What follows belongs to an exercise in optimizing a design on an open flow for small area; a production flow would make more cautious choices.
Only simulation tests tie the RTL to the original design; equivalence was not proved.

## flow/design.v (module list and top-level ports; edited modules follow where they fit)
// module M0_Share1: 23 lines
// module M1_Share1: 23 lines
// module Mprime_cir: 23 lines
// module affine_2sh: 29 lines
// module affine_share1: 16 lines
// module affine_share2: 16 lines
// module inv_sr_2sh: 20 lines
// module inv_sr_cir: 14 lines
// module mprime_cir_2sh: 20 lines
// module mux_cir: 13 lines
// module mux_cir_2sh: 30 lines
// module out_key_share_flip: 8 lines
// module s: 35 lines
// module s_bit1: 73 lines
// module s_bit1_sh1: 14 lines
// module s_bit1_sh2: 14 lines
// module s_bit1_sh3: 14 lines
// module s_bit1_sh4: 12 lines
// module s_bit1_sh5: 14 lines
// module s_bit1_sh6: 14 lines
// module s_bit1_sh7: 14 lines
// module s_bit1_sh8: 12 lines
// module s_bit2: 75 lines
// module s_bit2_sh1: 14 lines
// module s_bit2_sh2: 14 lines
// module s_bit2_sh3: 14 lines
// module s_bit2_sh4: 14 lines
// module s_bit2_sh5: 14 lines
// module s_bit2_sh6: 14 lines
// module s_bit2_sh7: 14 lines
// module s_bit2_sh8: 14 lines
// module s_bit3: 75 lines
// module s_bit3_sh1: 14 lines
// module s_bit3_sh2: 14 lines
// module s_bit3_sh3: 14 lines
// module s_bit3_sh4: 14 lines
// module s_bit3_sh5: 14 lines
// module s_bit3_sh6: 14 lines
// module s_bit3_sh7: 14 lines
// module s_bit3_sh8: 14 lines
// module s_bit4: 75 lines
// module s_bit4_sh1: 14 lines
// module s_bit4_sh2: 14 lines
// module s_bit4_sh3: 14 lines
// module s_bit4_sh4: 14 lines
// module s_bit4_sh5: 14 lines
// module s_bit4_sh6: 14 lines
// module s_bit4_sh7: 14 lines
// module s_bit4_sh8: 14 lines
// module sbox_rmsk: 41 lines
// module share_reg: 15 lines
// module sr_2sh: 20 lines
// module sr_cir: 14 lines
// module xor_cir: 11 lines
// module xor_cir4: 15 lines
// module xor_cir_2sh: 26 lines
// module top_module_d11: 965 lines
module top_module_d11(
    i_clk,
    i_reset,
    i_start,
    i_load,
    i_enc_dec,
    i_pt1,
    i_pt2,
    i_key1,
    i_key2,
    i_r,
    o_ct1,
    o_ct2,
    o_done
);
  // ...
==> flow/run.sh <==
#!/bin/bash
# synth_recipe.tcl (not shown) runs the flow's synth.tcl, then flattens the netlist and writes it again
# the make line also repeats each setting of config.mk as NAME=value (left out here)
make -C /OpenROAD-flow-scripts/flow DESIGN_CONFIG=/design/flow/config.mk WORK_HOME=/design/flow/orfs CLKGATE_MAP_FILE= SYNTH_SCRIPT=/design/flow/synth_recipe.tcl finish
==> flow/config.mk <==
export PLATFORM = sky130hd
export DESIGN_NAME = top_module_d11
export DESIGN_NICKNAME = top_module_d11
export VERILOG_FILES = /design/flow/design.v
export SDC_FILE = /design/flow/constraint.sdc
export NUM_CORES = 4
export LEC_CHECK = 0
export CAP_MARGIN = 20
export CORE_MARGIN = 2
export CORE_UTILIZATION = 40
export SETUP_SLACK_MARGIN = 0.1
export SLEW_MARGIN = 20
==> flow/constraint.sdc <==
create_clock -name core_clock -period 6.0 [get_ports {i_clk}]
set_input_delay 1.2000 -clock core_clock [delete_from_list [all_inputs] [get_ports {i_clk}]]
set_output_delay 1.2000 -clock core_clock [all_outputs]
set_load 0.01 [all_outputs]
==> results.py, run 1 <==
metrics = {
    "grt": {
        "peak_usage_layer_in_the_global_routing_report": "met2",
        "grtUsageMet1": 0.434,
        "global_route_usage_over_all_layers": 0.330,
        "grt_use_met3": 0.0590,
        "grt_antenna_before_repair": 28,
    },
    "clock_tree": {
        "post_cts_hold_buffer_count": 0,
    },
    "synth": {
        "synth_simple_gate_area_frac": 0.0941,
        "synth.mux.area_fraction": 0.0895,
        "nets_in_the_synthesized_netlist": 6564,
        "synth_largest_type_area_fraction": 0.198,
        "ys_top_cells_by_area": "edfxtp_1 (20%), xnor2_1 (19%), dfxtp_1 (18%)",
        "async_flop_share": 0.00994,
        "ys_ff_latch": 905,
        "fraction_of_the_yosys_area_taken_by_sequential_cells": 0.379,
    },
    "detailed_routing": {
        "top_layer_used": "met5",
        "ant_nets": 0,
    },
    "worst_setup_path": {
        "crit_start": "rnd_cnt[2]",
        "slowest_stage": "clkdlybuf4s50_1",
        "critical_path.reg2reg.endpoint": "IN_REG_INST1[49].in_reg1.state",
    },
    "timing": {
        "hold_viol_final": 0,
        "final.setup.tns_ns": 0,
        "period_share": 0.968,
        "slew_violations": 0,
        "slew-limit-headroom": 0.0974,
        "timing.final.ws_setup_ns": 0.190,
        "final_setup_violation_count": 0,
    },
    "worst_hold_path": {
        "holdPathStages": 1,
    },
    "finish": {
        "post_route_cells_drive_above_1_share": 0.0704,
        "antenna_diode_count": 16,
        "fin_area_um2": 71000,
        "seq_cells": 905,
    },
    "run_status": {
        "run_status": "no timing/DRC/antenna violations",
    },
    "floorplanning": {
        "io_pins": 710,
        "design.die.area_um2": 148000,
    },
    "placed_design": {
        "numPlacedInstances": 8319,
    },
}
==> run 2, diff against run 1 <==
==> flow/design.v (replaced) <==
module M0_Share1(
    i_in1,
    o_out1
);
input wire [0:15] i_in1;
output wire [0:15] o_out1;
assign o_out1[ 0] = i_in1[4] ^ i_in1[ 8] ^ i_in1[12];
assign o_out1[ 1] = i_in1[1] ^ i_in1[ 9] ^ i_in1[13];
assign o_out1[ 2] = i_in1[2] ^ i_in1[ 6] ^ i_in1[14];
assign o_out1[ 3] = i_in1[3] ^ i_in1[ 7] ^ i_in1[11];
assign o_out1[ 4] = i_in1[0] ^ i_in1[ 4] ^ i_in1[ 8];
assign o_out1[ 5] = i_in1[5] ^ i_in1[ 9] ^ i_in1[13];
assign o_out1[ 6] = i_in1[2] ^ i_in1[10] ^ i_in1[14];
assign o_out1[ 7] = i_in1[3] ^ i_in1[ 7] ^ i_in1[15];
assign o_out1[ 8] = i_in1[0] ^ i_in1[ 4] ^ i_in1[12];
assign o_out1[ 9] = i_in1[1] ^ i_in1[ 5] ^ i_in1[ 9];
assign o_out1[10] = i_in1[6] ^ i_in1[10] ^ i_in1[14];
assign o_out1[11] = i_in1[3] ^ i_in1[11] ^ i_in1[15];
assign o_out1[12] = i_in1[0] ^ i_in1[ 8] ^ i_in1[12];
assign o_out1[13] = i_in1[1] ^ i_in1[ 5] ^ i_in1[13];
assign o_out1[14] = i_in1[2] ^ i_in1[ 6] ^ i_in1[10];
assign o_out1[15] = i_in1[7] ^ i_in1[11] ^ i_in1[15];
endmodule
module M1_Share1(
    i_in1,
    o_out1
);
input wire [0:15] i_in1;
output wire [0:15] o_out1;
assign o_out1[ 0] = i_in1[0] ^ i_in1[ 4] ^ i_in1[ 8];
assign o_out1[ 1] = i_in1[5] ^ i_in1[ 9] ^ i_in1[13];
assign o_out1[ 2] = i_in1[2] ^ i_in1[10] ^ i_in1[14];
assign o_out1[ 3] = i_in1[3] ^ i_in1[ 7] ^ i_in1[15];
assign o_out1[ 4] = i_in1[0] ^ i_in1[ 4] ^ i_in1[12];
assign o_out1[ 5] = i_in1[1] ^ i_in1[ 5] ^ i_in1[ 9];
assign o_out1[ 6] = i_in1[6] ^ i_in1[10] ^ i_in1[14];
assign o_out1[ 7] = i_in1[3] ^ i_in1[11] ^ i_in1[15];
assign o_out1[ 8] = i_in1[0] ^ i_in1[ 8] ^ i_in1[12];
assign o_out1[ 9] = i_in1[1] ^ i_in1[ 5] ^ i_in1[13];
assign o_out1[10] = i_in1[2] ^ i_in1[ 6] ^ i_in1[10];
assign o_out1[11] = i_in1[7] ^ i_in1[11] ^ i_in1[15];
assign o_out1[12] = i_in1[4] ^ i_in1[ 8] ^ i_in1[12];
assign o_out1[13] = i_in1[1] ^ i_in1[ 9] ^ i_in1[13];
assign o_out1[14] = i_in1[2] ^ i_in1[ 6] ^ i_in1[14];
assign o_out1[15] = i_in1[3] ^ i_in1[ 7] ^ i_in1[11];
endmodule
module Mprime_cir(
    in,
    out
);
input wire [0:63] in;
output wire [0:63] out;
M0_Share1 m00_Share1(
    .i_in1 (in[0:15]),
    .o_out1 (out[0:15])
);
M1_Share1 m10_Share1(
    .i_in1 (in[16:31]),
    .o_out1 (out[16:31])
);
M1_Share1 m11_Share1(
    .i_in1 (in[32:47]),
    .o_out1 (out[32:47])
);
M0_Share1 m01_Share1(
    .i_in1 (in[48:63]),
    .o_out1 (out[48:63])
);
endmodule
module affine_2sh(
    in1,
    in2,
    out1,
    out2
);
parameter N=64;
input wire [N - 1 : 0] in1;
input wire [N - 1 : 0] in2;
output wire [N - 1 : 0] out1;
output wire [N - 1 : 0] out2;
genvar i;
generate
for (i=0; i<16; i= i + 1) begin : SHARE1
    affine_share1 sh1(
        .i_in1 (in1[3 + i * 4  : i * 4]),
        .o_out1 (out1[3 + i * 4  : i * 4])
    );
end
endgenerate
generate
for (i=0; i<16; i= i + 1) begin : SHARE2
    affine_share2 sh2(
        .i_in2 (in2[3 + i * 4  : i * 4]),
        .o_out2 (out2[3 + i * 4  : i * 4])
    );
end
endgenerate
endmodule
module affine_share1 (
    i_in1,
    o_out1
);        
    input wire [0:3] i_in1;
    output wire [0:3] o_out1;
    wire x1, w1, v1, u1;
    assign x1 = i_in1[0];
    assign w1 = i_in1[1];
    assign v1 = i_in1[2];
    assign u1 = i_in1[3];
    assign o_out1[3] = 1 ^ v1 ;
    assign o_out1[2] = u1 ^ v1 ^ w1 ;
    assign o_out1[1] = 1 ^ x1 ;
    assign o_out1[0] = w1 ;
endmodule
module affine_share2 (
    i_in2,
    o_out2
);         
    input wire [0:3] i_in2;
    output wire [0:3] o_out2;
    wire x2, w2, v2, u2;
    assign x2 = i_in2[0];
    assign w2 = i_in2[1];
    assign v2 = i_in2[2];
    assign u2 = i_in2[3];
    assign o_out2[3] = v2 ;
    assign o_out2[2] = u2 ^ v2 ^ w2 ;
    assign o_out2[1] = x2 ;
    assign o_out2[0] = w2 ;
endmodule
module inv_sr_2sh(
    in1,
    in2,
    out1,
    out2
);
    parameter N = 64;
    input wire [N - 1 : 0] in1;
    input wire [N - 1 : 0] in2;
    output wire [N - 1 : 0] out1;
    output wire [N - 1 : 0] out2;
    inv_sr_cir sh1(
        .in   (in1),
        .out (out1)
    );
    inv_sr_cir sh2(
        .in   (in2),
        .out (out2)
    );
endmodule
module inv_sr_cir(
    in,
    out
);
input wire [0 : 63] in;
output wire [0 : 63] out;
genvar  i;
generate
  for  ( i  =  0 ;  i  <  16 ;  i  =  i + 1 )
    begin  :  mix
       assign  out[((20*i) % 64):((20*i) % 64) + 3] = in[i*4 : i*4 + 3];
    end
endgenerate
endmodule
module mprime_cir_2sh(
    in1,
    in2,
    out1,
    out2
);
    parameter N = 64;
    input wire [N - 1 : 0] in1;
    input wire [N - 1 : 0] in2;
    output wire [N - 1 : 0] out1;
    output wire [N - 1 : 0] out2;
    Mprime_cir sh1(
        .in   (in1),
        .out (out1)
    );
    Mprime_cir sh2(
        .in   (in2),
        .out (out2)
    );
endmodule
module mux_cir(
    sel,
    a,
    b,
    out
);
parameter N = 64;
input wire sel;
input wire [N - 1 : 0] a;
input wire [N - 1 : 0] b;
output wire [N - 1 : 0] out;
assign out = sel? a : b;
endmodule
module mux_cir_2sh(
    sel,
    a1,
    a2,
    b1,
    b2,
    out1,
    out2
);
    parameter N = 64;
    input wire sel;
    input wire [N - 1 : 0] a1;
    input wire [N - 1 : 0] a2;
    input wire [N - 1 : 0] b1;
    input wire [N - 1 : 0] b2;
    output wire [N - 1 : 0] out1;
    output wire [N - 1 : 0] out2;
    mux_cir sh1(
        .sel (sel),
        .a   (a1),
        .b   (b1),
        .out (out1)
    );
    mux_cir sh2(
        .sel (sel),
        .a   (a2),
        .b   (b2),
        .out (out2)
    );
endmodule
module out_key_share_flip(
    in_key,
    out_key
);
input wire [63 : 0] in_key;
output wire [63 : 0] out_key;
assign out_key = {in_key[0], in_key[63 : 2], in_key[1] ^ in_key[63]};
endmodule
module s (
  in1,
  in2,
  out1,
  out2,
  out3,
  out4
);
    input wire [3:0] in1;
    input wire [3:0] in2;
    output wire [7:0] out1;
    output wire [7:0] out2;
    output wire [7:0] out3;
    output wire [7:0] out4;
    s_bit1 sb1_inst (
      .in1 (in1),
      .in2 (in2),
      .out (out1)
    );
    s_bit2 sb2_inst (
      .in1 (in1),
      .in2 (in2),
      .out (out2)
    );
    s_bit3 sb3_inst (
      .in1 (in1),
      .in2 (in2),
      .out (out3)
    );
    s_bit4 sb4_inst (
      .in1 (in1),
      .in2 (in2),
      .out (out4)
    );
endmodule
module s_bit1 (
  in1,
  in2,
  out
);
    input wire [3:0] in1;
    input wire [3:0] in2;
    output wire [7:0] out;
    wire x1, y1, z1, w1;
    wire x2, y2, z2, w2;
    assign x1 = in1[3];
    assign x2 = in2[3];
    assign y1 = in1[2];
    assign y2 = in2[2];
    assign z1 = in1[1];
    assign z2 = in2[1];
    assign w1 = in1[0];
    assign w2 = in2[0];
    s_bit1_sh1 s_bit11_inst (
      .w1 (w1),
      .z1 (z1),
      .y1 (y1),
      .x1 (x1),
      .out1 (out[0])
    );
    s_bit1_sh2 s_bit12_inst (
      .w2 (w2),
      .z2 (z2),
      .y1 (y1),
      .x1 (x1),
      .out2 (out[1])
    );
    s_bit1_sh3 s_bit13_inst (
      .y2 (y2),
      .z1 (z1),
      .w2 (w2),
      .x1 (x1),
      .out3 (out[2])
    );
    s_bit1_sh4 s_bit14_inst (
      .y2 (y2),
      .w1 (w1),
      .z2 (z2),
      .out4 (out[3])
    );
    s_bit1_sh5 s_bit15_inst (
      .x2 (x2),
      .w2 (w2),
      .y1 (y1),
      .z1 (z1),
      .out5 (out[4])
    );
    s_bit1_sh6 s_bit16_inst (
      .x2 (x2),
      .w1 (w1),
      .y1 (y1),
      .z2 (z2),
      .out6 (out[5])
    );
    s_bit1_sh7 s_bit17_inst (
      .x2 (x2),
      .y2 (y2),
      .w1 (w1),
      .z1 (z1),
      .out7 (out[6])
    );
    s_bit1_sh8 s_bit18_inst (
      .y2 (y2),
      .w2 (w2),
      .z2 (z2),
      .out8 (out[7])
    );
endmodule
module s_bit1_sh1 (
  w1,
  z1,
  y1,
  x1,
  out1
);
    input wire w1;
    input wire z1;
    input wire y1;
    input wire x1;
    output wire out1;
    assign out1 = 1'b1 ^ y1 ^ x1 ^ z1 & w1 ^ y1 & z1 ^ x1 & w1 ^ x1 & y1 ^ y1 & z1 & w1 ;
endmodule
module s_bit1_sh2 (
  w2,
  z2,
  y1,
  x1,
  out2
);
    input wire w2;
    input wire z2;
    input wire y1;
    input wire x1;
    output wire out2;
    assign out2 = z2 & w2 ^ y1 & z2 ^ x1 & w2 ^ y1 & z2 & w2 ;
endmodule
module s_bit1_sh3 (
  y2,
  z1,
  w2,
  x1,
  out3
);
    input wire y2;
    input wire z1;
    input wire w2;
    input wire x1;
    output wire out3;
    assign out3 = y2 ^ z1 & w2 ^ y2 & z1 ^ x1 & y2 ^ y2 & z1 & w2 ;
endmodule
module s_bit1_sh4 (
  y2,
  w1,
  z2,
  out4
);
    input wire y2;
    input wire w1;
    input wire z2;
    output wire out4;
    assign out4 = z2 & w1 ^ y2 & z2 ^ y2 & z2 & w1 ;
endmodule
module s_bit1_sh5 (
  x2,
  w2,
  y1,
  z1,
  out5
);
    input wire x2;
    input wire w2;
    input wire y1;
    input wire z1;
    output wire out5;
    assign out5 = x2 ^ x2 & w2 ^ x2 & y1 ^ y1 & z1 & w2 ;
endmodule
module s_bit1_sh6 (
  x2,
  w1,
  y1,
  z2,
  out6
);
    input wire x2;
    input wire w1;
    input wire y1;
    input wire z2;
    output wire out6;
    assign out6 = x2 & w1 ^ y1 & z2 & w1 ;
endmodule
module s_bit1_sh7 (
  x2,
  y2,
  w1,
  z1,
  out7
);
    input wire x2;
    input wire y2;
    input wire w1;
    input wire z1;
    output wire out7;
    assign out7 = x2 & y2 ^ y2 & z1 & w1 ;
endmodule
module s_bit1_sh8 (
  y2,
  w2,
  z2,
  out8
);
    input wire y2;
    input wire w2;
    input wire z2;
    output wire out8;
    assign out8 = y2 & z2 & w2 ;
endmodule
module s_bit2 (
  in1,
  in2,
  out
);
    input wire [3:0] in1;
    input wire [3:0] in2;
    output wire [7:0] out;
    wire x1, y1, z1, w1;
    wire x2, y2, z2, w2;
    assign x1 = in1[3];
    assign x2 = in2[3];
    assign y1 = in1[2];
    assign y2 = in2[2];
    assign z1 = in1[1];
    assign z2 = in2[1];
    assign w1 = in1[0];
    assign w2 = in2[0];
    s_bit2_sh1 s_bit21_inst (
      .w1 (w1),
      .z1 (z1),
      .y1 (y1),
      .x1 (x1),
      .out1 (out[0])
    );
    s_bit2_sh2 s_bit22_inst (
      .w2 (w2),
      .y1 (y1),
      .z2 (z2),
      .x1 (x1),
      .out2 (out[1])
    );
    s_bit2_sh3 s_bit23_inst (
      .y2 (y2),
      .w2 (w2),
      .z1 (z1),
      .x1 (x1),
      .out3 (out[2])
    );
    s_bit2_sh4 s_bit24_inst (
      .y2 (y2),
      .w1 (w1),
      .z2 (z2),
      .x1 (x1),
      .out4 (out[3])
    );
    s_bit2_sh5 s_bit25_inst (
      .x2 (x2),
      .z1 (z1),
      .y1 (y1),
      .w2 (w2),
      .out5 (out[4])
    );
    s_bit2_sh6 s_bit26_inst (
      .x2 (x2),
      .w1 (w1),
      .z2 (z2),
      .y1 (y1),
      .out6 (out[5])
    );
    s_bit2_sh7 s_bit27_inst (
      .x2 (x2),
      .y2 (y2),
      .w1 (w1),
      .z1 (z1),
      .out7 (out[6])
    );
    s_bit2_sh8 s_bit28_inst (
      .x2 (x2),
      .y2 (y2),
      .w2 (w2),
      .z2 (z2),
      .out8 (out[7])
    );
endmodule
module s_bit2_sh1 (
  w1,
  z1,
  y1,
  x1,
  out1
);
    input wire w1;
    input wire z1;
    input wire y1;
    input wire x1;
    output wire out1;
    assign out1 = 1'b1 ^ y1 & w1 ^ y1 & z1 ^ x1 & z1 ^ y1 & z1 & w1 ^ x1 & y1 & z1 ;
endmodule
module s_bit2_sh2 (
  w2,
  y1,
  z2,
  x1,
  out2
);
    input wire w2;
    input wire y1;
    input wire z2;
    input wire x1;
    output wire out2;
    assign out2 = y1 & w2 ^ y1 & z2 ^ x1 & z2 ^ y1 & z2 & w2 ^ x1 & y1 & z2 ;
endmodule
module s_bit2_sh3 (
  y2,
  w2,
  z1,
  x1,
  out3
);
    input wire y2;
    input wire w2;
    input wire z1;
    input wire x1;
    output wire out3;
    assign out3 = y2 & w2 ^ y2 & z1 ^ y2 & z1 & w2 ^ x1 & y2 & z1 ;
endmodule
module s_bit2_sh4 (
  y2,
  w1,
  z2,
  x1,
  out4
);
    input wire y2;
    input wire w1;
    input wire z2;
    input wire x1;
    output wire out4;
    assign out4 = y2 & w1 ^ y2 & z2 ^ y2 & z2 & w1 ^ x1 & y2 & z2 ;
endmodule
module s_bit2_sh5 (
  x2,
  z1,
  y1,
  w2,
  out5
);
    input wire x2;
    input wire z1;
    input wire y1;
    input wire w2;
    output wire out5;
    assign out5 = x2 & z1 ^ y1 & z1 & w2 ^ x2 & y1 & z1 ;
endmodule
module s_bit2_sh6 (
  x2,
  w1,
  z2,
  y1,
  out6
);
    input wire x2;
    input wire w1;
    input wire z2;
    input wire y1;
    output wire out6;
    assign out6 = x2 & z2 ^ y1 & z2 & w1 ^ x2 & y1 & z2 ;
endmodule
module s_bit2_sh7 (
  x2,
  y2,
  w1,
  z1,
  out7
);
    input wire x2;
    input wire y2;
    input wire w1;
    input wire z1;
    output wire out7;
    assign out7 = y2 & z1 & w1 ^ x2 & y2 & z1 ;
endmodule
module s_bit2_sh8 (
  x2,
  y2,
  w2,
  z2,
  out8
);
    input wire x2;
    input wire y2;
    input wire w2;
    input wire z2;
    output wire out8;
    assign out8 = y2 & z2 & w2 ^ x2 & y2 & z2 ;
endmodule
module s_bit3 (
  in1,
  in2,
  out
);
    input wire [3:0] in1;
    input wire [3:0] in2;
    output wire [7:0] out;
    wire x1, y1, z1, w1;
    wire x2, y2, z2, w2;
    assign x1 = in1[3];
    assign x2 = in2[3];
    assign y1 = in1[2];
    assign y2 = in2[2];
    assign z1 = in1[1];
    assign z2 = in2[1];
    assign w1 = in1[0];
    assign w2 = in2[0];
    s_bit3_sh1 s_bit31_inst (
      .w1 (w1),
      .z1 (z1),
      .y1 (y1),
      .x1 (x1),
      .out1 (out[0])
    );
    s_bit3_sh2 s_bit32_inst (
      .w2 (w2),
      .z2 (z2),
      .y1 (y1),
      .x1 (x1),
      .out2 (out[1])
    );
    s_bit3_sh3 s_bit33_inst (
      .y2 (y2),
      .z1 (z1),
      .w2 (w2),
      .x1 (x1),
      .out3 (out[2])
    );
    s_bit3_sh4 s_bit34_inst (
      .y2 (y2),
      .w1 (w1),
      .z2 (z2),
      .x1 (x1),
      .out4 (out[3])
    );
    s_bit3_sh5 s_bit35_inst (
      .x2 (x2),
      .w2 (w2),
      .z1 (z1),
      .y1 (y1),
      .out5 (out[4])
    );
    s_bit3_sh6 s_bit36_inst (
      .x2 (x2),
      .w1 (w1),
      .z2 (z2),
      .y1 (y1),
      .out6 (out[5])
    );
    s_bit3_sh7 s_bit37_inst (
      .x2 (x2),
      .y2 (y2),
      .w1 (w1),
      .z1 (z1),
      .out7 (out[6])
    );
    s_bit3_sh8 s_bit38_inst (
      .x2 (x2),
      .y2 (y2),
      .w2 (w2),
      .z2 (z2),
      .out8 (out[7])
    );
endmodule
module s_bit3_sh1 (
  w1,
  z1,
  y1,
  x1,
  out1
);
    input wire w1;
    input wire z1;
    input wire y1;
    input wire x1;
    output wire out1;
    assign out1 = w1 ^ x1 ^ z1 & w1 ^ x1 & w1 ^ x1 & z1 ^ x1 & z1 & w1 ^ x1 & y1 & z1 ;
endmodule
module s_bit3_sh2 (
  w2,
  z2,
  y1,
  x1,
  out2
);
    input wire w2;
    input wire z2;
    input wire y1;
    input wire x1;
    output wire out2;
    assign out2 = w2 ^ z2 & w2 ^ x1 & w2 ^ x1 & z2 ^ x1 & z2 & w2 ^ x1 & y1 & z2 ;
endmodule
module s_bit3_sh3 (
  y2,
  z1,
  w2,
  x1,
  out3
);
    input wire y2;
    input wire z1;
    input wire w2;
    input wire x1;
    output wire out3;
    assign out3 = z1 & w2 ^ x1 & z1 & w2 ^ x1 & y2 & z1 ;
endmodule
module s_bit3_sh4 (
  y2,
  w1,
  z2,
  x1,
  out4
);
    input wire y2;
    input wire w1;
    input wire z2;
    input wire x1;
    output wire out4;
    assign out4 = z2 & w1 ^ x1 & z2 & w1 ^ x1 & y2 & z2 ;
endmodule
module s_bit3_sh5 (
  x2,
  w2,
  z1,
  y1,
  out5
);
    input wire x2;
    input wire w2;
    input wire z1;
    input wire y1;
    output wire out5;
    assign out5 = x2 ^ x2 & w2 ^ x2 & z1 ^ x2 & z1 & w2 ^ x2 & y1 & z1 ;
endmodule
module s_bit3_sh6 (
  x2,
  w1,
  z2,
  y1,
  out6
);
    input wire x2;
    input wire w1;
    input wire z2;
    input wire y1;
    output wire out6;
    assign out6 = x2 & w1 ^ x2 & z2 ^ x2 & z2 & w1 ^ x2 & y1 & z2 ;
endmodule
module s_bit3_sh7 (
  x2,
  y2,
  w1,
  z1,
  out7
);
    input wire x2;
    input wire y2;
    input wire w1;
    input wire z1;
    output wire out7;
    assign out7 = x2 & z1 & w1 ^ x2 & y2 & z1 ;
endmodule
module s_bit3_sh8 (
  x2,
  y2,
  w2,
  z2,
  out8
);
    input wire x2;
    input wire y2;
    input wire w2;
    input wire z2;
    output wire out8;
    assign out8 = x2 & z2 & w2 ^ x2 & y2 & z2 ;
endmodule
module s_bit4 (
  in1,
  in2,
  out
);
    input wire [3:0] in1;
    input wire [3:0] in2;
    output wire [7:0] out;
    wire x1, y1, z1, w1;
    wire x2, y2, z2, w2;
    assign x1 = in1[3];
    assign x2 = in2[3];
    assign y1 = in1[2];
    assign y2 = in2[2];
    assign z1 = in1[1];
    assign z2 = in2[1];
    assign w1 = in1[0];
    assign w2 = in2[0];
    s_bit4_sh1 s_bit41_inst (
      .w1 (w1),
      .z1 (z1),
      .y1 (y1),
      .x1 (x1),
      .out1 (out[0])
    );
    s_bit4_sh2 s_bit42_inst (
      .w2 (w2),
      .z2 (z2),
      .y1 (y1),
      .x1 (x1),
      .out2 (out[1])
    );
    s_bit4_sh3 s_bit43_inst (
      .y2 (y2),
      .z1 (z1),
      .w2 (w2),
      .x1 (x1),
      .out3 (out[2])
    );
    s_bit4_sh4 s_bit44_inst (
      .y2 (y2),
      .w1 (w1),
      .z2 (z2),
      .x1 (x1),
      .out4 (out[3])
    );
    s_bit4_sh5 s_bit45_inst (
      .x2 (x2),
      .z1 (z1),
      .y1 (y1),
      .w2 (w2),
      .out5 (out[4])
    );
    s_bit4_sh6 s_bit46_inst (
      .x2 (x2),
      .w1 (w1),
      .y1 (y1),
      .z2 (z2),
      .out6 (out[5])
    );
    s_bit4_sh7 s_bit47_inst (
      .x2 (x2),
      .y2 (y2),
      .w1 (w1),
      .z1 (z1),
      .out7 (out[6])
    );
    s_bit4_sh8 s_bit48_inst (
      .x2 (x2),
      .y2 (y2),
      .w2 (w2),
      .z2 (z2),
      .out8 (out[7])
    );
endmodule
module s_bit4_sh1 (
  w1,
  z1,
  y1,
  x1,
  out1
);
    input wire w1;
    input wire z1;
    input wire y1;
    input wire x1;
    output wire out1;
    assign out1 = 1'b1 ^ z1 ^ x1 ^ y1 & z1 ^ x1 & y1 ^ y1 & z1 & w1 ^ x1 & z1 & w1 ^ x1 & y1 & w1 ;
endmodule
module s_bit4_sh2 (
  w2,
  z2,
  y1,
  x1,
  out2
);
    input wire w2;
    input wire z2;
    input wire y1;
    input wire x1;
    output wire out2;
    assign out2 = z2 ^ y1 & z2 ^ y1 & z2 & w2 ^ x1 & z2 & w2 ^ x1 & y1 & w2 ;
endmodule
module s_bit4_sh3 (
  y2,
  z1,
  w2,
  x1,
  out3
);
    input wire y2;
    input wire z1;
    input wire w2;
    input wire x1;
    output wire out3;
    assign out3 = y2 & z1 ^ x1 & y2 ^ y2 & z1 & w2 ^ x1 & z1 & w2 ^ x1 & y2 & w2 ;
endmodule
module s_bit4_sh4 (
  y2,
  w1,
  z2,
  x1,
  out4
);
    input wire y2;
    input wire w1;
    input wire z2;
    input wire x1;
    output wire out4;
    assign out4 = y2 & z2 ^ y2 & z2 & w1 ^ x1 & z2 & w1 ^ x1 & y2 & w1 ;
endmodule
module s_bit4_sh5 (
  x2,
  z1,
  y1,
  w2,
  out5
);
    input wire x2;
    input wire z1;
    input wire y1;
    input wire w2;
    output wire out5;
    assign out5 = x2 ^ x2 & y1 ^ y1 & z1 & w2 ^ x2 & z1 & w2 ^ x2 & y1 & w2 ;
endmodule
module s_bit4_sh6 (
  x2,
  w1,
  y1,
  z2,
  out6
);
    input wire x2;
    input wire w1;
    input wire y1;
    input wire z2;
    output wire out6;
    assign out6 = y1 & z2 & w1 ^ x2 & z2 & w1 ^ x2 & y1 & w1 ;
endmodule
module s_bit4_sh7 (
  x2,
  y2,
  w1,
  z1,
  out7
);
    input wire x2;
    input wire y2;
    input wire w1;
    input wire z1;
    output wire out7;
    assign out7 = x2 & y2 ^ y2 & z1 & w1 ^ x2 & z1 & w1 ^ x2 & y2 & w1 ;
endmodule
module s_bit4_sh8 (
  x2,
  y2,
  w2,
  z2,
  out8
);
    input wire x2;
    input wire y2;
    input wire w2;
    input wire z2;
    output wire out8;
    assign out8 = y2 & z2 & w2 ^ x2 & z2 & w2 ^ x2 & y2 & w2 ;
endmodule
module sbox_rmsk (
    in1,
    in2,
    in3,
    in4,
    in_rand,
    out1,
    out2,
    out3,
    out4
);
input wire [7 : 0] in1;
input wire [7 : 0] in2;
input wire [7 : 0] in3;
input wire [7 : 0] in4;
input wire [11 : 0] in_rand;
output wire [7 : 0] out1;
output wire [7 : 0] out2;
output wire [7 : 0] out3;
output wire [7 : 0] out4;
wire [2 : 0] r1;
wire [2 : 0] r2;
wire [2 : 0] r3;
wire [2 : 0] r4;
wire [2 : 0] r1_inv;
wire [2 : 0] r2_inv;
wire [2 : 0] r3_inv;
wire [2 : 0] r4_inv;
assign r1 = in_rand[2 : 0];
assign r2 = in_rand[5 : 3];
assign r3 = in_rand[8 : 6];
assign r4 = in_rand[11 : 9];
assign r1_inv = {r1[0],r1[1],r1[2]};
assign r2_inv = {r2[0],r2[1],r2[2]};
assign r3_inv = {r3[0],r3[1],r3[2]};
assign r4_inv = {r4[0],r4[1],r4[2]};
  assign out1 = {in1[7], in1[6:4] ^ r1, in1[3:1] ^ r1_inv, in1[0]};
  assign out2 = {in2[7], in2[6:4] ^ r2, in2[3:1] ^ r2_inv, in2[0]};
  assign out3 = {in3[7], in3[6:4] ^ r3, in3[3:1] ^ r3_inv, in3[0]};
  assign out4 = {in4[7], in4[6:4] ^ r4, in4[3:1] ^ r4_inv, in4[0]};
endmodule
module share_reg(
    i_clk,
    i_d,
    o_q
);
input wire i_clk;
input wire i_d;
output wire o_q;
reg state;
always @(posedge i_clk )
begin
        state <= i_d;
end
assign o_q = state;
endmodule
module sr_2sh(
    in1,
    in2,
    out1,
    out2
);
    parameter N = 64;
    input wire [N - 1 : 0] in1;
    input wire [N - 1 : 0] in2;
    output wire [N - 1 : 0] out1;
    output wire [N - 1 : 0] out2;
    sr_cir sh1(
        .in   (in1),
        .out (out1)
    );
    sr_cir sh2(
        .in   (in2),
        .out (out2)
    );
endmodule
module sr_cir(
    in,
    out
);
input wire [0 : 63] in;
output wire [0 : 63] out;
genvar  i;
generate
  for  ( i  =  0 ;  i  <  16 ;  i  =  i + 1 )
    begin  :  mix
       assign  out[((52*i) % 64):((52*i) % 64) + 3] = in[i*4 : i*4 + 3];
    end
endgenerate
endmodule
module xor_cir(
    a,
    b,
    out
);
parameter N = 64;
input wire [N - 1 : 0] a;
input wire [N - 1 : 0] b;
output wire [N - 1 : 0] out;
assign out = a ^ b;
endmodule
module xor_cir4(
    in1,
    in2,
    in3,
    in4,
    out
);
parameter N = 1;
input wire [N - 1 : 0] in1;
input wire [N - 1 : 0] in2;
input wire [N - 1 : 0] in3;
input wire [N - 1 : 0] in4;
output wire [N - 1 : 0] out;
  assign out = in1 ^ in2 ^ in3 ^ in4;
endmodule
module xor_cir_2sh(
    a1,
    a2,
    b1,
    b2,
    out1,
    out2
);
    parameter N = 64;
    input wire [N - 1 : 0] a1;
    input wire [N - 1 : 0] a2;
    input wire [N - 1 : 0] b1;
    input wire [N - 1 : 0] b2;
    output wire [N - 1 : 0] out1;
    output wire [N - 1 : 0] out2;
    xor_cir sh1(
        .a   (a1),
        .b   (b1),
        .out (out1)
    );
    xor_cir sh2(
        .a   (a2),
        .b   (b2),
        .out (out2)
    );
endmodule
module top_module_d11(
    i_clk,
    i_reset,
    i_start,
    i_load,
    i_enc_dec,
    i_pt1,
    i_pt2,
    i_key1,
    i_key2,
    i_r,
    o_ct1,
    o_ct2,
    o_done
);
input  i_start;
input  i_clk;
input  i_reset;
input  i_enc_dec;
input  i_load;
input  [191 : 0] i_r;
input  [63 : 0] i_pt1;
input  [63 : 0] i_pt2;
input  [127 : 0] i_key1;
input  [127 : 0] i_key2;
output wire [63 : 0] o_ct1;
output wire [63 : 0] o_ct2;
output wire o_done;
localparam [2:0] P_IDLE = 3'd0, P_W0 = 3'd1, P_SP = 3'd2, P_MX = 3'd3,
                 P_SRF = 3'd4, P_SRB = 3'd5, P_WT = 3'd6, P_BP = 3'd7;
reg [2:0] phase;
reg [3:0] rnd;
reg [4:0] cnt;
reg [3:0] c16;
reg [4:0] c17;
reg       dec;
reg       done_reg;
reg [3:0] s1 [0:15];    
reg [3:0] s2 [0:15];
reg [3:0] ka1 [0:15];   
reg [3:0] ka2 [0:15];
reg [3:0] kb1 [0:16];   
reg [3:0] kb2 [0:16];
wire idle  = (phase == P_IDLE);
wire ld    = idle & i_load;
wire st_sp = (phase == P_SP);
wire st_bp = (phase == P_BP);
wire st_mx = (phase == P_MX);
wire st_sr = (phase == P_SRF) | (phase == P_SRB);
reg sr_big;
always @(*) begin
    case (cnt[3:0])
        4'd1, 4'd2, 4'd3: sr_big = 1'b1;
        4'd6:             sr_big = 1'b1;
        4'd7, 4'd11:      sr_big = (phase == P_SRF);
        4'd5, 4'd9:       sr_big = (phase == P_SRB);
        default:          sr_big = 1'b0;
    endcase
end
wire mx_h   = st_mx & (cnt[2:0] == 3'd0);
wire mx_big = st_mx & (cnt[2:0] != 3'd0) & (cnt[2:0] <= 3'd4);
wire mh_off = cnt[4] ^ cnt[3];
wire big    = st_sp | st_bp | mx_big | (st_sr & sr_big);
wire hi_rnd = (rnd > 4'd5);
wire a_en   = hi_rnd & (st_sp | st_bp);
wire key_en = (st_sp & ~hi_rnd) | st_bp;
wire w_en   = ((rnd == 4'd0) & st_sp) | ((rnd == 4'd11) & st_bp);
wire use_kp = dec ^ (rnd == 4'd11);
wire align  = (c17 == 5'd16);
wire align16 = (c16 == 4'd15);
wire [2:0] rc_m = hi_rnd ? (4'd11 - rnd) : rnd[2:0];
wire       rc_flip = hi_rnd ^ dec;
reg  [63:0] rc_row;
always @(*) begin
    case (rc_m)
        3'd1: rc_row = 64'h13198a2e03707344;
        3'd2: rc_row = 64'ha4093822299f31d0;
        3'd3: rc_row = 64'h082efa98ec4e6c89;
        3'd4: rc_row = 64'h452821e638d01377;
        3'd5: rc_row = 64'hbe5466cf34e90c6c;
        default: rc_row = 64'h0;
    endcase
end
wire [63:0] rc_full = rc_row ^ (rc_flip ? 64'hc0ac29b7c97c50dd : 64'h0);
wire [3:0]  rc_nib  = rc_full[63 - 4*c17[3:0] -: 4];
function [3:0] aff;    
    input [3:0] n;
    aff = {n[2], n[3], n[0] ^ n[1] ^ n[2], n[1]};
endfunction
wire [3:0] x1 = s1[0];
wire [3:0] x2 = s2[0];
wire [3:0] xa1 = a_en ? (aff(x1) ^ 4'b0101) : x1;
wire [3:0] xa2 = a_en ? aff(x2) : x2;
wire [3:0] kp1 = {ka1[15][0], ka1[0][3:1]} ^ {3'b0, (c17[3:0] == 4'd15) & ka1[1][3]};
wire [3:0] kp2 = {ka2[15][0], ka2[0][3:1]} ^ {3'b0, (c17[3:0] == 4'd15) & ka2[1][3]};
wire [3:0] w1 = use_kp ? kp1 : ka1[0];
wire [3:0] w2 = use_kp ? kp2 : ka2[0];
wire [3:0] xk1 = xa1 ^ (key_en ? (kb1[0] ^ rc_nib) : 4'b0) ^ (w_en ? w1 : 4'b0);
wire [3:0] xk2 = xa2 ^ (key_en ? kb2[0] : 4'b0) ^ (w_en ? w2 : 4'b0);
wire [7:0] so1, so2, so3, so4;
wire [7:0] sm1, sm2, sm3, sm4;
s SBOX (
    .in1 (xk1),
    .in2 (xk2),
    .out1 (so1),
    .out2 (so2),
    .out3 (so3),
    .out4 (so4)
);
sbox_rmsk RMSK (
    .in1 (so1),
    .in2 (so2),
    .in3 (so3),
    .in4 (so4),
    .in_rand (i_r[11 : 0]),
    .out1 (sm1),
    .out2 (sm2),
    .out3 (sm3),
    .out4 (sm4)
);
reg [7:0] p1, p2, p3, p4;
always @(posedge i_clk) begin
    p1 <= sm1;
    p2 <= sm2;
    p3 <= sm3;
    p4 <= sm4;
end
wire [3:0] c1 = {^p4[3:0], ^p3[3:0], ^p2[3:0], ^p1[3:0]};
wire [3:0] c2 = {^p4[7:4], ^p3[7:4], ^p2[7:4], ^p1[7:4]};
wire [3:0] lk1 = st_sp ? c1 : xk1;
wire [3:0] lk2 = st_sp ? c2 : xk2;
function [15:0] mhat;    
    input [15:0] x;
    input        off;
    reg [3:0] col [0:3];
    reg [3:0] t, y;
    integer r, b;
    begin
        col[0] = x[15:12]; col[1] = x[11:8]; col[2] = x[7:4]; col[3] = x[3:0];
        t = col[0] ^ col[1] ^ col[2] ^ col[3];
        for (r = 0; r < 4; r = r + 1) begin
            for (b = 0; b < 4; b = b + 1)
                y[3 - b] = t[3 - b] ^ col[(b - r - off) & 3][3 - b];
            mhat[15 - 4*r -: 4] = y;
        end
    end
endfunction
wire [15:0] my1 = mhat({s1[0], s1[1], s1[2], s1[3]}, mh_off);
wire [15:0] my2 = mhat({s2[0], s2[1], s2[2], s2[3]}, mh_off);
integer q;
always @(posedge i_clk) begin
    for (q = 0; q < 16; q = q + 1) begin
        if (ld) begin
            s1[q] <= i_pt1[63 - 4*q -: 4];
            s2[q] <= i_pt2[63 - 4*q -: 4];
        end else if (mx_h && q < 4) begin
            s1[q] <= my1[15 - 4*((q + 1) & 3) -: 4];
            s2[q] <= my2[15 - 4*((q + 1) & 3) -: 4];
        end else if ((q & 3) != 3) begin
            s1[q] <= s1[q + 1];
            s2[q] <= s2[q + 1];
        end else if (!big) begin
            s1[q] <= s1[q - 3];
            s2[q] <= s2[q - 3];
        end else if (q != 15) begin
            s1[q] <= s1[q + 1];
            s2[q] <= s2[q + 1];
        end else begin
            s1[q] <= lk1;
            s2[q] <= lk2;
        end
    end
end
always @(posedge i_clk) begin
    for (q = 0; q < 16; q = q + 1) begin
        if (ld) begin
            ka1[q] <= i_key1[127 - 4*q -: 4];
            ka2[q] <= i_key2[127 - 4*q -: 4];
            kb1[q] <= i_key1[63 - 4*q -: 4];
            kb2[q] <= i_key2[63 - 4*q -: 4];
        end else begin
            ka1[q] <= ka1[(q + 1) & 15];
            ka2[q] <= ka2[(q + 1) & 15];
            kb1[q] <= kb1[q + 1];
            kb2[q] <= kb2[q + 1];
        end
    end
    kb1[16] <= kb1[0];
    kb2[16] <= kb2[0];
end
always @(posedge i_clk) begin
    if (ld) begin
        c16 <= 4'd0;
        c17 <= 5'd0;
        dec <= i_enc_dec;
    end else begin
        c16 <= c16 + 4'd1;
        c17 <= align ? 5'd0 : c17 + 5'd1;
    end
end
always @(posedge i_clk or posedge i_reset) begin
    if (i_reset) begin
        phase <= P_IDLE;
        done_reg <= 1'b0;
    end else begin
        done_reg <= 1'b0;
        case (phase)
            P_IDLE: if (!i_load && i_start) phase <= P_W0;
            P_W0:   if (align && align16) phase <= P_SP;
            P_SP:   if (cnt == 5'd16) begin
                        if (!hi_rnd) phase <= P_MX;
                        else if (align) phase <= P_BP;
                        else phase <= P_WT;
                    end
            P_MX:   if (cnt == 5'd31) begin
                        if (rnd < 4'd5) phase <= P_SRF;
                        else phase <= P_SP;
                    end
            P_SRF:  if (cnt == 5'd15) begin
                        if (align) phase <= P_SP;
                        else phase <= P_WT;
                    end
            P_SRB:  if (cnt == 5'd15) phase <= P_MX;
            P_WT:   if (cnt[1:0] == 2'd3 && align && (rnd != 4'd11 || align16))
                        phase <= hi_rnd ? P_BP : P_SP;
            P_BP:   if (cnt == 5'd15) begin
                        if (rnd == 4'd11) begin
                            phase <= P_IDLE;
                            done_reg <= 1'b1;
                        end else
                            phase <= P_SRB;
                    end
        endcase
    end
end
wire phase_end = (st_sp & (cnt == 5'd16)) | (st_mx & (cnt == 5'd31)) |
                 ((st_sr | st_bp) & (cnt == 5'd15)) |
                 ((phase == P_WT) & (cnt[1:0] == 2'd3) & align & (rnd != 4'd11 || align16)) |
                 ((phase == P_W0) & align & align16);
always @(posedge i_clk) begin
    if (idle) begin
        cnt <= 5'd0;
        rnd <= 4'd0;
    end else begin
        cnt <= phase_end ? 5'd0 : cnt + 5'd1;
        if ((st_mx & (cnt == 5'd31) & (rnd == 4'd5)) |
            ((phase == P_SRF) & (cnt == 5'd15)) |
            (st_bp & (cnt == 5'd15)))
            rnd <= rnd + 4'd1;
    end
end
genvar g;
generate
for (g = 0; g < 16; g = g + 1) begin : OUT
    assign o_ct1[63 - 4*g -: 4] = s1[g];
    assign o_ct2[63 - 4*g -: 4] = s2[g];
end
endgenerate
assign o_done = done_reg;
endmodule
==> results.py, run 2 <==
metrics = {
    "worst_hold_path": {
        "hold_path_class": "flop to flop",
    },
    "clock_tree": {
        "postCtsResizedCells": 0,
        "cts_max_level": 2,
        "post_cts_hold_buffer_count": 0,
        "numCtsBuffers": 50,
        "cts.sink_count": 447,
        "clk_pin_slew_ns": 0.06,
        "clk_buf_depth": 3,
        "clk_root_buffer_cell": "clkbuf_16",
        "postCtsSetupRepairBufs": 0,
        "worstSkewPairLatency_ns": 0.60,
        "tritoncts": "yes",
    },
    "worst_setup_path": {
        "crit_arrival_ns": 5.78,
        "cpPeakStageDelay_ns": 0.58,
        "largest_delay_contributor_family_on_the_critical_path": "compound AO/OA/AOI/OAI gates",
        "worstPathMaxFanout": 21,
        "worst-setup-path-type": "flop to flop",
        "path_cells": "buf_4, inv_1, ha_1, nand4bb_1, o211a_1, buf_4, xnor2_1, mux2i_1, a221oi_1, or2_1, o2111ai_1, nor2_2, inv_2, ha_1, xnor3_1, mux2i_1, xor2_1",
        "cp_num_buf_inv": 4,
        "cp-end-kind": "flop",
        "cp-start-kind": "flop",
        "slowest_stage": "nor2_2",
        "critPathRequiredTime_ns": 6.52,
    },
    "synth": {
        "fraction_of_the_yosys_area_taken_by_sequential_cells": 0.448,
        "syn_area_per_cell_um2": 7.58,
        "ys_top_cells_by_count": "nand2_1 (1122), dfxtp_1 (442), nor2_1 (171)",
        "ys_top_cells_by_area": "dfxtp_1 (44%), nand2_1 (21%), xnor2_1 (4.1%)",
        "ys.warnings.count": 9,
        "netlist_area_um2": 20100,
        "ys_ff_latch": 447,
        "async_flop_share": 0.00895,
        "postSynthCellCount": 2646,
        "synth_top_area_cell": "dfxtp_1",
        "synth_edf_count": 1,
        "yosys.cell_types.count": 96,
        "dominantRegCellSynth": "dfxtp_1",
        "nets_in_the_synthesized_netlist": 3242,
        "synth_largest_type_area_fraction": 0.441,
        "most_instantiated_library_cell_after_synthesis": "nand2_1",
    },
    "detailed_routing": {
        "drtIter0Drc": 1483,
        "routed_via_density": 5.01,
        "avgRoutedWirePerCell_um": 18.4,
        "post-route-drc-count": 0,
        "ant_nets": 0,
        "wl_um": 69900,
        "drtPass1Iterations": 7,
        "num_vias": 19090,
    },
    "timing": {
        "rsz_0062_raised_after_global_routing": "no",
        "max_freq_mhz": 190,
        "fin_worst_hold_slack_ns": 0.356,
        "slew-limit-headroom": 0.295,
        "layout_skew_ns": 0.0306,
        "hold_viol_final": 0,
        "timing.final.ws_setup_ns": 0.738,
        "slew_violations": 0,
        "tightestPinTransition_ns": 1.05,
        "period_share": 0.877,
        "fin_crit_ns": 5.26,
        "final.setup.tns_ns": 0,
        "final_setup_violation_count": 0,
    },
    "finish": {
        "layout.cells.most_common_list": "nand2_1 (1121), clkdlybuf4s50_1 (529), dfxtp_1 (442), nor2_1 (171), xnor2_1 (93)",
        "nFillCells": 4859,
        "post_route_cells_drive_above_1_share": 0.0470,
        "syn_to_final_growth_pct": 36.8,
        "layout.cells.most_common": "nand2_1",
        "instances_no_fill": 3810,
        "top_regs": "kb1 x68, kb2 x68",
        "final_nets": 3681,
    },
    "grt": {
        "largest_net_degree_at_the_start_of_global_routing": 172,
        "grt_remaining_overflow": 0,
        "grt_pass1_vias": 18357,
        "grt_antenna_before_repair": 25,
        "first_pass_grt_wire_length_um": 107000,
        "global_route_usage_over_all_layers": 0.260,
    },
    "placed_design": {
        "numPlacedInstances": 3705,
        "pre_cts_ws_ns": 0.797,
        "dp_hpwl_um": 51400,
        "gp_congestion": 0.918,
        "port-buffer-count": 529,
    },
    "job": {
        "max_cap_violations": 0,
    },
    "run_status": {
        "run_status": "no timing/DRC/antenna violations",
    },
    "floorplanning": {
        "fp.coreArea_um2": 49900,
        "io_pins": 710,
        "fp.dieW_um": 228,
        "start_util": 0.402,
        "floorplan.rows": 82,
        "die_height_um": 228,
        "design.die.area_um2": 51900,
    },
}
[run 2: metal layers]
metal / wire length, um / vias up / share of wire / GRT usage
met1: 29800 / 8856 / 0.43 / 0.333
met4: 1820 / 24 / 0.026 / 0.0823
li1: - / 9460 / - / -
met5: 175 / - / 0.0025 / 0
met2: 32800 / 620 / 0.47 / 0.427
met3: 5270 / 130 / 0.075 / 0.0690
[run 2: layout make-up]
class	count	area [um^2]	share of cell area
sequential	447	8980	0.327
clock buffer	79	1440	0.0525
multi-input combinational	1998	10300	0.375
inverter	25	101	0.00370
antenna	13	32.5	0.00119
timing repair buffer	563	5590	0.204
clock inverter	13	160	0.00584
tap	672	841	0.0307
[run 2: metrics by stage]
| step | cell area (um^2) | util |
|---|---|---|
| after floorplan | 20100 | - |
| after global placement | 25800 | 0.517 |
| after detailed placement | 25800 | 0.517 |
| after CTS | 27400 | 0.549 |
| after global routing | 27400 | 0.550 |
| final | 27400 | 0.550 |
[run 2: path summary, 6_finish.rpt]
path | from | endpoint | slack [ns] | cells after the start
setup reg to reg | rnd[0] | p2[1] | 0.74 | 17
hold reg to reg | kb2[0][1] | kb2[16][1] | 0.36 | 0
hold / removal | kb2[0][1] | kb2[16][1] | 0.36 | 0
max in group asynchronous | i_reset | done_reg | 5.02 | 2
setup / recovery | rnd[0] | p2[1] | 0.74 | 17
min in group asynchronous | i_reset | phase[0] | 0.83 | 2
[run 2: cell families after synthesis]
kind of cell               count (synthesis)  synth area share
and+or+nand+nor                         1462             0.295
DFF                                      447             0.448
AOI/OAI and AO/OA                        309             0.107
buffers and inverters                    201            0.0414
xor gates and xnor gates                 157            0.0716
muxes                                     54            0.0273
adders and majority gates                 16           0.00986

[static timing again, ports no longer ideal]
No port has a modelled driver above. Below, the same layouts with a new extraction and two added sets of constraints.
Step 1 (the two cells are an assumption about what drives the block):
set clk [get_ports {i_clk}]
set_driving_cell -lib_cell sky130_fd_sc_hd__clkbuf_16 $clk
set_driving_cell -lib_cell sky130_fd_sc_hd__buf_2 [delete_from_list [all_inputs] $clk]
Step 2 times the ports against the registers' clock, not the clock port: input delays grow and output delays shrink by t, the midpoint of the rising clock arrivals with the driver on.
Three values: ideal, step 1, step 2; two values: the first two.
run | shift t [ns] | setup slack, ns | worst slew at a driven data input, ns
run 1 | 0.808 | 0.190 / 0.105 / 0.409 | 0.20
run 2 | 0.649 | 0.738 / 0.738 / 0.738 | 0.15
After both steps setup and hold are still met in every run listed.
